From an optimization exercise on the open Yosys and OpenROAD flow, aimed at small area; shortcuts taken in it are not production practice. RTL that was checked went through simulation tests only; none was proved equivalent to the original.

==> delta <==
==> flow/design.v (excerpt) <==
module FPU_top_level
(
 input         clk,
 input         nrst,
 input  [31:0] floating_point1,
 input  [31:0] floating_point2,
 input  [2:0]  frm,
 input  [6:0]  funct7,
 output [31:0] floating_point_out,
 output [4:0]  flags
 );
export LEC_CHECK = 0
export ABC_AREA = 1
export CAP_MARGIN = 20
export CORE_MARGIN = 2
export CORE_UTILIZATION = 40
export SLEW_MARGIN = 20
create_clock -name core_clock -period 10.0 [get_ports {clk}]
standard.sh (not shown) runs the stock make flow with config.mk's settings and CLKGATE_MAP_FILE= SYNTH_SCRIPT=/design/flow/synth_recipe.tcl, a recipe that flattens the netlist after the stock synthesis.
==> flow/flow/run.sh <==
#!/bin/bash
# Own layout flow:
#  1. the standard synthesis (bash standard.sh synth);
#  2. flow/fixinv.py: full-adder polarity clean-up (removes inverters between
#     full adders; registers untouched);
#  3. flow/reabc.tcl: ABC re-maps the other combinational cells for area;
#     cells whose pre-placement slack is below KEEP_NS (flow/slack.tcl,
#     flow/keepmark.py) and all registers and adders are left as they are;
#  4. the standard layout, with the smallest buffer on the ports and without
#     keeping global placement's timing-driven buffers.
# Each step's full output goes to a log file in this folder.
set -euo pipefail
W=$(pwd)
R=$W/orfs/results/$FLOW_PLATFORM/FPU_top_level/base
export PLATFORM_DIR=$FLOW_HOME/platforms/$FLOW_PLATFORM
export LIB=$PLATFORM_DIR/lib/sky130_fd_sc_hd__tt_025C_1v80.lib
KEEP_NS=${KEEP_NS:-1.0}

bash standard.sh synth > synth.log 2>&1

cp "$R/1_2_yosys.v" "$W/1_2_yosys.standard.v"
python3 flow/fixinv.py "$W/1_2_yosys.standard.v" "$W/1_2_yosys.fixinv.v" > fixinv.log 2>&1
NETIN=$W/1_2_yosys.fixinv.v SLACKOUT=$W/slack.txt \
  openroad -no_init -exit flow/slack.tcl > slack.log 2>&1
python3 flow/keepmark.py mark "$W/1_2_yosys.fixinv.v" "$W/slack.txt" "$KEEP_NS" "$W/1_2_yosys.marked.v" > keepmark.log 2>&1
NETIN=$W/1_2_yosys.marked.v NETOUT=$W/1_2_yosys.reabc_marked.v \
  ABC_SCRIPT='+strash;dch;map,-a;topo;upsize;dnsize' \
  yosys -c flow/reabc.tcl > reabc.log 2>&1
python3 flow/keepmark.py unmark "$W/1_2_yosys.reabc_marked.v" "$W/1_2_yosys.reabc.v" >> keepmark.log 2>&1
cp "$W/1_2_yosys.reabc.v" "$R/1_2_yosys.v"
rm -f "$R/1_synth.odb" "$R/1_synth.sdc"

export BUFFER_PORTS_ARGS="-buffer_cell sky130_fd_sc_hd__buf_1"
export GPL_KEEP_OVERFLOW=0
bash standard.sh finish > layout.log 2>&1
Other scripts of this flow, unchanged in this note and not shown: flow/flow/fixinv.py, flow/flow/keepmark.py, flow/flow/reabc.tcl, flow/flow/slack.tcl
==> inputs of juniper, as changes to delta <==
--- a/flow/design.v
+++ b/flow/design.v
@@ -69,33 +69,97 @@
 );
    wire [25:0] s = fraction >> shift_amount[4:0];
    assign result = (shift_amount[7:5] == 3'd0) ? s : 26'd0;
 endmodule
 module mul_26b (
   input  [22:0] ma,
   input  [22:0] mb,
-  input  [12:1] rcin,
   output [47:0] x,
   output [47:0] y
 );
   wire [24:0] A = {2'b01, ma};
   wire [23:0] B = {1'b1, mb};
+  wire [11:0] rg, rp;
+  assign rg[0] = B[1] & B[0];
+  assign rp[0] = B[1];
+  assign rg[1] = B[3] & B[2];
+  assign rp[1] = B[3];
+  assign rg[2] = B[5] & B[4];
+  assign rp[2] = B[5];
+  assign rg[3] = B[7] & B[6];
+  assign rp[3] = B[7];
+  assign rg[4] = B[9] & B[8];
+  assign rp[4] = B[9];
+  assign rg[5] = B[11] & B[10];
+  assign rp[5] = B[11];
+  assign rg[6] = B[13] & B[12];
+  assign rp[6] = B[13];
+  assign rg[7] = B[15] & B[14];
+  assign rp[7] = B[15];
+  assign rg[8] = B[17] & B[16];
+  assign rp[8] = B[17];
+  assign rg[9] = B[19] & B[18];
+  assign rp[9] = B[19];
+  assign rg[10] = B[21] & B[20];
+  assign rp[10] = B[21];
+  assign rg[11] = B[23] & B[22];
+  assign rp[11] = B[23];
+  wire rG1_1 = rg[1] | (rp[1] & rg[0]);
+  wire rP1_1 = rp[1] & rp[0];
+  wire rG1_3 = rg[3] | (rp[3] & rg[2]);
+  wire rP1_3 = rp[3] & rp[2];
+  wire rG1_5 = rg[5] | (rp[5] & rg[4]);
+  wire rP1_5 = rp[5] & rp[4];
+  wire rG1_7 = rg[7] | (rp[7] & rg[6]);
+  wire rP1_7 = rp[7] & rp[6];
+  wire rG1_9 = rg[9] | (rp[9] & rg[8]);
+  wire rP1_9 = rp[9] & rp[8];
+  wire rG1_11 = rg[11] | (rp[11] & rg[10]);
+  wire rP1_11 = rp[11] & rp[10];
+  wire rG2_2 = rg[2] | (rp[2] & rG1_1);
+  wire rP2_2 = rp[2] & rP1_1;
+  wire rG2_3 = rG1_3 | (rP1_3 & rG1_1);
+  wire rP2_3 = rP1_3 & rP1_1;
+  wire rG2_6 = rg[6] | (rp[6] & rG1_5);
+  wire rP2_6 = rp[6] & rP1_5;
+  wire rG2_7 = rG1_7 | (rP1_7 & rG1_5);
+  wire rP2_7 = rP1_7 & rP1_5;
+  wire rG2_10 = rg[10] | (rp[10] & rG1_9);
+  wire rP2_10 = rp[10] & rP1_9;
+  wire rG2_11 = rG1_11 | (rP1_11 & rG1_9);
+  wire rP2_11 = rP1_11 & rP1_9;
+  wire rG3_4 = rg[4] | (rp[4] & rG2_3);
+  wire rP3_4 = rp[4] & rP2_3;
+  wire rG3_5 = rG1_5 | (rP1_5 & rG2_3);
+  wire rP3_5 = rP1_5 & rP2_3;
+  wire rG3_6 = rG2_6 | (rP2_6 & rG2_3);
+  wire rP3_6 = rP2_6 & rP2_3;
+  wire rG3_7 = rG2_7 | (rP2_7 & rG2_3);
+  wire rP3_7 = rP2_7 & rP2_3;
+  wire rG4_8 = rg[8] | (rp[8] & rG3_7);
+  wire rP4_8 = rp[8] & rP3_7;
+  wire rG4_9 = rG1_9 | (rP1_9 & rG3_7);
+  wire rP4_9 = rP1_9 & rP3_7;
+  wire rG4_10 = rG2_10 | (rP2_10 & rG3_7);
+  wire rP4_10 = rP2_10 & rP3_7;
+  wire rG4_11 = rG2_11 | (rP2_11 & rG3_7);
+  wire rP4_11 = rP2_11 & rP3_7;
   wire rc0 = 1'b0;
-  wire rc1 = rcin[1];
-  wire rc2 = rcin[2];
-  wire rc3 = rcin[3];
-  wire rc4 = rcin[4];
-  wire rc5 = rcin[5];
-  wire rc6 = rcin[6];
-  wire rc7 = rcin[7];
-  wire rc8 = rcin[8];
-  wire rc9 = rcin[9];
-  wire rc10 = rcin[10];
-  wire rc11 = rcin[11];
-  wire rc12 = rcin[12];
+  wire rc1 = rg[0];
+  wire rc2 = rG1_1;
+  wire rc3 = rG2_2;
+  wire rc4 = rG2_3;
+  wire rc5 = rG3_4;
+  wire rc6 = rG3_5;
+  wire rc7 = rG3_6;
+  wire rc8 = rG3_7;
+  wire rc9 = rG4_8;
+  wire rc10 = rG4_9;
+  wire rc11 = rG4_10;
+  wire rc12 = rG4_11;
   wire t0 = B[0] ^ rc0;
   wire one0 = ~B[1] & t0;
   wire neg0 = B[1] & t0;
   wire two0 = (~B[1] & B[0] & rc0) | (B[1] & ~B[0] & ~rc0);
   wire p0_0 = ((one0 & A[0]) | (neg0 & ~A[0]));
   wire p0_1 = ((one0 & A[1]) | (two0 & A[0]) | (neg0 & ~A[1]));
   wire p0_2 = ((one0 & A[2]) | (two0 & A[1]) | (neg0 & ~A[2]));
@@ -1164,109 +1228,14 @@
   assign x[45] = fc294;
   assign y[45] = fs295;
   assign x[46] = fc295;
   assign y[46] = fs296;
   assign x[47] = fc296;
   assign y[47] = fs297;
 endmodule
-module recode_carries (
-  input  [22:0] mb,
-  output [12:1] rc
-);
-  wire [23:0] B = {1'b1, mb};
-  wire [11:0] rg, rp;
-  assign rg[0] = B[1] & B[0];
-  assign rp[0] = B[1];
-  assign rg[1] = B[3] & B[2];
-  assign rp[1] = B[3];
-  assign rg[2] = B[5] & B[4];
-  assign rp[2] = B[5];
-  assign rg[3] = B[7] & B[6];
-  assign rp[3] = B[7];
-  assign rg[4] = B[9] & B[8];
-  assign rp[4] = B[9];
-  assign rg[5] = B[11] & B[10];
-  assign rp[5] = B[11];
-  assign rg[6] = B[13] & B[12];
-  assign rp[6] = B[13];
-  assign rg[7] = B[15] & B[14];
-  assign rp[7] = B[15];
-  assign rg[8] = B[17] & B[16];
-  assign rp[8] = B[17];
-  assign rg[9] = B[19] & B[18];
-  assign rp[9] = B[19];
-  assign rg[10] = B[21] & B[20];
-  assign rp[10] = B[21];
-  assign rg[11] = B[23] & B[22];
-  assign rp[11] = B[23];
-  wire rG1_1 = rg[1] | (rp[1] & rg[0]);
-  wire rP1_1 = rp[1] & rp[0];
-  wire rG1_3 = rg[3] | (rp[3] & rg[2]);
-  wire rP1_3 = rp[3] & rp[2];
-  wire rG1_5 = rg[5] | (rp[5] & rg[4]);
-  wire rP1_5 = rp[5] & rp[4];
-  wire rG1_7 = rg[7] | (rp[7] & rg[6]);
-  wire rP1_7 = rp[7] & rp[6];
-  wire rG1_9 = rg[9] | (rp[9] & rg[8]);
-  wire rP1_9 = rp[9] & rp[8];
-  wire rG1_11 = rg[11] | (rp[11] & rg[10]);
-  wire rP1_11 = rp[11] & rp[10];
-  wire rG2_2 = rg[2] | (rp[2] & rG1_1);
-  wire rP2_2 = rp[2] & rP1_1;
-  wire rG2_3 = rG1_3 | (rP1_3 & rG1_1);
-  wire rP2_3 = rP1_3 & rP1_1;
-  wire rG2_6 = rg[6] | (rp[6] & rG1_5);
-  wire rP2_6 = rp[6] & rP1_5;
-  wire rG2_7 = rG1_7 | (rP1_7 & rG1_5);
-  wire rP2_7 = rP1_7 & rP1_5;
-  wire rG2_10 = rg[10] | (rp[10] & rG1_9);
-  wire rP2_10 = rp[10] & rP1_9;
-  wire rG2_11 = rG1_11 | (rP1_11 & rG1_9);
-  wire rP2_11 = rP1_11 & rP1_9;
-  wire rG3_4 = rg[4] | (rp[4] & rG2_3);
-  wire rP3_4 = rp[4] & rP2_3;
-  wire rG3_5 = rG1_5 | (rP1_5 & rG2_3);
-  wire rP3_5 = rP1_5 & rP2_3;
-  wire rG3_6 = rG2_6 | (rP2_6 & rG2_3);
-  wire rP3_6 = rP2_6 & rP2_3;
-  wire rG3_7 = rG2_7 | (rP2_7 & rG2_3);
-  wire rP3_7 = rP2_7 & rP2_3;
-  wire rG4_8 = rg[8] | (rp[8] & rG3_7);
-  wire rP4_8 = rp[8] & rP3_7;
-  wire rG4_9 = rG1_9 | (rP1_9 & rG3_7);
-  wire rP4_9 = rP1_9 & rP3_7;
-  wire rG4_10 = rG2_10 | (rP2_10 & rG3_7);
-  wire rP4_10 = rP2_10 & rP3_7;
-  wire rG4_11 = rG2_11 | (rP2_11 & rG3_7);
-  wire rP4_11 = rP2_11 & rP3_7;
-  wire rc1 = rg[0];
-  wire rc2 = rG1_1;
-  wire rc3 = rG2_2;
-  wire rc4 = rG2_3;
-  wire rc5 = rG3_4;
-  wire rc6 = rG3_5;
-  wire rc7 = rG3_6;
-  wire rc8 = rG3_7;
-  wire rc9 = rG4_8;
-  wire rc10 = rG4_9;
-  wire rc11 = rG4_10;
-  wire rc12 = rG4_11;
-  assign rc[1] = rc1;
-  assign rc[2] = rc2;
-  assign rc[3] = rc3;
-  assign rc[4] = rc4;
-  assign rc[5] = rc5;
-  assign rc[6] = rc6;
-  assign rc[7] = rc7;
-  assign rc[8] = rc8;
-  assign rc[9] = rc9;
-  assign rc[10] = rc10;
-  assign rc[11] = rc11;
-  assign rc[12] = rc12;
-endmodule
 module cpa_hi (
   input  [26:0] a,
   input  [26:0] b,
   input          ci,
   output [26:0] s
 );
   wire [26:0] p = a ^ b;
@@ -1511,24 +1480,20 @@
         3'd0:    rmode = 2'd1;
         3'd2:    rmode = rsign ? 2'd2 : 2'd0;
         3'd3:    rmode = rsign ? 2'd0 : 2'd2;
         3'd4:    rmode = 2'd3;
         default: rmode = 2'd0;
       endcase
    end
-   wire [12:1] rc;
-   recode_carries rcc (.mb(sml[22:0]), .rc(rc));
    reg  [31:0] r1_big, r1_small;
-   reg  [12:1] r1_rc;
    reg  [1:0]  r1_rmode;
    reg         r1_mul;
    always_ff @(posedge clk) begin
       r1_big   <= big;
       r1_small <= sml;
-      r1_rc    <= rc;
       r1_rmode <= rmode;
    end
    always_ff @(posedge clk, negedge nrst) begin
       if (!nrst) r1_mul <= 1'b0;
       else       r1_mul <= op_mul;
    end
    wire        sb = r1_big[31];
@@ -1539,15 +1504,15 @@
    wire [22:0] ms = r1_small[22:0];
    wire        eff_sub = sb ^ ss;
    wire [8:0]  esum;
    adder_8b exp_add (.a(eb), .b(r1_mul ? es : ~es), .ci(~r1_mul), .s(esum));
    wire [25:0] frac_sh;
    right_shift align (.fraction({1'b1, ms, 2'b00}), .shift_amount(esum[7:0]), .result(frac_sh));
    wire [47:0] px, py;
-   mul_26b mul (.ma(mb), .mb(ms), .rcin(r1_rc), .x(px), .y(py));
+   mul_26b mul (.ma(mb), .mb(ms), .x(px), .y(py));
    wire        pc21;
    cpa_lo lo (.a(px[20:0]), .b(py[20:0]), .ci(1'b0), .co(pc21));
    wire [26:0] ca = r1_mul ? px[47:21] : {2'b01, mb, 2'b00};
    wire [26:0] cb = r1_mul ? py[47:21] : ({1'b0, frac_sh} ^ {27{eff_sub}});
    wire        cc = r1_mul ? pc21 : eff_sub;
    wire [26:0] t;
    cpa_hi hi (.a(ca), .b(cb), .ci(cc), .s(t));
--- a/flow/config.mk
+++ b/flow/config.mk
@@ -4,9 +4,9 @@
 export VERILOG_FILES = /design/flow/design.v
 export SDC_FILE = /design/flow/constraint.sdc
 export NUM_CORES = 4
 export LEC_CHECK = 0
 export ABC_AREA = 1
 export CAP_MARGIN = 20
 export CORE_MARGIN = 2
-export CORE_UTILIZATION = 40
+export CORE_UTILIZATION = 50
 export SLEW_MARGIN = 20
==> comparison table <==
item	delta	juniper
Run status	timing/DRC/antenna clean	timing/DRC/antenna clean
Met3 GRT Util	8.44%	14.3%
Worst reg-to-reg path cell count	36	47
Filler cells	4891	3670
Number of buffers inserted during clock tree synthesis	17	9
Sequential cell count of the final layout	121	109
Syn Inst Count	2524	2464
Summed area of non-filler cells in the final layout	21700 um^2	21400 um^2
Pre-Repair DR Iteration Count	9	6
Die Area	50400 um^2	39600 um^2
Clock-cell share of area	2.71%	1.51%
Number of sinks on the clock net	121	109
Number of buffers added for setup after CTS	3	8
Global-route met1 utilization	43.2%	51.9%
Global Route Usage Sum	31.2%	38.1%
Share of final-layout standard cells stronger than drive strength 1	5.35%	6.94%
The RTL of delta was laid out without a check of its function.

-- static timing again, ports no longer ideal --
Ports are ideal in the flow. The routed layouts listed here were re-timed in OpenROAD. Step 1 (the two cells are an assumption about what drives the block):
set clk [get_ports {clk}]
set_driving_cell -lib_cell sky130_fd_sc_hd__clkbuf_16 $clk
set_driving_cell -lib_cell sky130_fd_sc_hd__buf_2 [delete_from_list [all_inputs] $clk]
Step 2 also shifts input and output timing later by t, the mid clock arrival at the registers, as if the neighbouring blocks saw the same clock. Slacks: ideal / step 1 / step 2; pairs: ideal / step 1.
run | t (ns) | setup slack, ns | worst register clock-pin slew, ns
delta | 0.472 | 0.463 / 0.415 / 0.473 | 0.06 / 0.06
juniper | 0.425 | 0.299 / 0.277 / 0.299 | 0.08 / 0.08
After both steps every run listed still meets setup and hold.
